Background: an optimization exercise with open tools, aiming at small area and a short achievable clock period. Do not read the settings as production practice. Where RTL was checked, it was by simulation tests only, not by an equivalence proof against the original. Power is estimated from default activity; no workload was simulated.

Setup of old:
Design top, start of the top module:
module top (
    input             clk,
    input      [15:0] x,
    input      [15:0] y,
    output reg [31:0] Q_p
);
For scale: ~880 cells after synthesis, about 65 I/O pins.
==> module roba_por, before the edit <==
module roba_por #(parameter N = 16) (
    input  [N-1:0] i,
    output [N-1:0] o
);
  localparam L = $clog2(N);
  wire [N-1:0] t [0:L];
  assign t[0] = i;
  genvar l, k;
  generate
    for (l = 0; l < L; l = l + 1) begin : lv
      for (k = 0; k < N; k = k + 1) begin : bt
        if ((k >> l) & 1) begin : op
          assign t[l+1][k] = t[l][k] | t[l][((k >> l) << l) - 1];
        end else begin : pass
          assign t[l+1][k] = t[l][k];
        end
      end
    end
  endgenerate
  assign o = t[L];
endmodule
Settings: LEC_CHECK=0, CAP_MARGIN=20, CORE_MARGIN=2, CORE_UTILIZATION=40, SLEW_MARGIN=20; clock period 14.0 ns.
standard.sh (not shown) runs the stock make flow with config.mk's settings and CLKGATE_MAP_FILE= SYNTH_SCRIPT=/design/flow/synth_recipe.tcl, a recipe that flattens the netlist after the stock synthesis.
==> flow/flow/run.sh <==
#!/bin/bash
# Own layout flow: the standard ORFS flow with these changes:
#  - synthesis keeps the modules named in KEEP (flattened again at the end, as the standard flow's script
#    does) so that ABC maps each with a script of its own (ABC_PLAN: module:script pairs);
#  - ports get PORT_BUF buffers;
#  - timing repair aims SETUP_MARGIN ns below the clock period.
# Every tool's output goes to a log file in the work folder (and ORFS's own logs under orfs/logs).
set -euo pipefail
WORK=$(pwd)
FLOWDIR=$WORK/flow
source $FLOWDIR/settings.sh

cp config.mk my_config.mk
cat >> my_config.mk <<EOC
export SETUP_SLACK_MARGIN = ${SETUP_MARGIN}
export TNS_END_PERCENT = 100
export BUFFER_PORTS_ARGS = -buffer_cell ${PORT_BUF}
export SYNTH_KEEP_MODULES = ${KEEP:-}
EOC
[ -n "${EXTRA_MK:-}" ] && printf '%b\n' "$EXTRA_MK" >> my_config.mk

# synthesis script: the standard flow's, with abc run once per module of ABC_PLAN, each with its own script
{
  echo "proc abc {args} {"
  echo "  set i [lsearch -exact \$args -script]"
  echo "  foreach {mod scr} {${ABC_PLAN}} {"
  echo "    set a \$args"
  echo "    lset a [expr {\$i + 1}] $FLOWDIR/\$scr"
  echo "    yosys abc {*}\$a \$mod"
  echo "  }"
  echo "}"
  cat synth_recipe.tcl
} > my_synth.tcl

make -C "$FLOW_HOME" DESIGN_CONFIG=$WORK/my_config.mk WORK_HOME=$WORK/orfs CLKGATE_MAP_FILE= \
  SYNTH_SCRIPT=$WORK/my_synth.tcl finish > $WORK/make_finish.log 2>&1

RES=$WORK/orfs/results/$FLOW_PLATFORM/top/base
: # left out here: write the final layout as DEF
==> flow/flow/add.abc <==
strash; dch -f; map -D 1300; topo; buffer -N 8; upsize -D 1300; dnsize -D 1300; stime -p
==> flow/flow/amap.abc <==
strash; dch -f; amap
==> flow/flow/exp.abc <==
strash; dch -f; map -D 900; topo; buffer -N 8; upsize -D 900; dnsize -D 900; stime -p
==> flow/flow/fast.abc <==
strash; dch -f; map -D 700; topo; buffer -N 6; upsize -D 700; dnsize -D 700; stime -p
==> flow/flow/mid.abc <==
strash; dch -f; map -D 2600 -f; topo; buffer -N 8; upsize -D 2600; dnsize -D 2600; stime -p
==> flow/flow/settings.sh <==
SETUP_MARGIN=9.5
PORT_BUF=sky130_fd_sc_hd__buf_1
KEEP="roba_in roba_exp roba_shl_a roba_shl_b roba_add"
ABC_PLAN="roba_in fast.abc roba_exp exp.abc roba_shl_a amap.abc roba_shl_b amap.abc roba_add add.abc top amap.abc"
EXTRA_MK='export ADDER_MAP_FILE ='
==> flow/flow/u2500.abc <==
strash; dch -f; map -D 2500 -f; topo; buffer -N 8; upsize -D 2500; dnsize -D 2500; stime -p
==> flow/flow/u3000.abc <==
strash; dch -f; map -D 3000 -f; topo; buffer -N 8; upsize -D 3000; dnsize -D 3000; stime -p
--- input diff old..new ---
--- a/flow/design.v
+++ b/flow/design.v
@@ -125,9 +125,8 @@
   endgenerate
 endmodule
-module roba_por #(parameter N = 16) (
+module roba_por #(parameter N = 16, parameter L = 4) (
     input  [N-1:0] i,
     output [N-1:0] o
 );
-  localparam L = $clog2(N);
   wire [N-1:0] t [0:L];
   assign t[0] = i;
### Flow results
The flow did not stop early for new: all stages ran, and the layout cleared the timing, design-rule and antenna checks. Cell count came out exactly the same in old and new. Maximum number of pins on one net before global-route repair: old vs new — no meaningful difference. ~same final cell area excluding filler cells in old and new. Diff new..old | count of unresolved DRC violations after routing | unchanged. Re height of the die: no difference whatsoever between old and new. new against old: count of hold buffers inserted by post-cts repair roughly the same, hold slack stayed essentially flat, share of power burned in the clock network barely changed. From old to new, via count did not move at all.
No functional check of the RTL was part of old.

-- static timing again, ports no longer ideal --
Ports are ideal in the flow. The routed layouts listed here were re-timed in OpenROAD. Step 1 assumes that a clkbuf_16 drives the clock port and a buf_2 every other input. Step 2 moves the port delays by t, midway between the first and last clock arrival at a register: inputs arrive t later, outputs are due t later. That takes back most of the time a late clock gives input paths. Three values: no drivers, after step 1, after step 2; two values: the first two.
| run | shift t [ns] | slack for setup (ns) | worst data-port slew with drivers (ns) |
|---|---|---|---|
| old | 0.387 | 9.689 / 9.689 / 9.612 | 0.05 |
| new | 0.387 | 9.689 / 9.689 / 9.612 | 0.05 |
After both steps setup and hold are still met in every run listed.
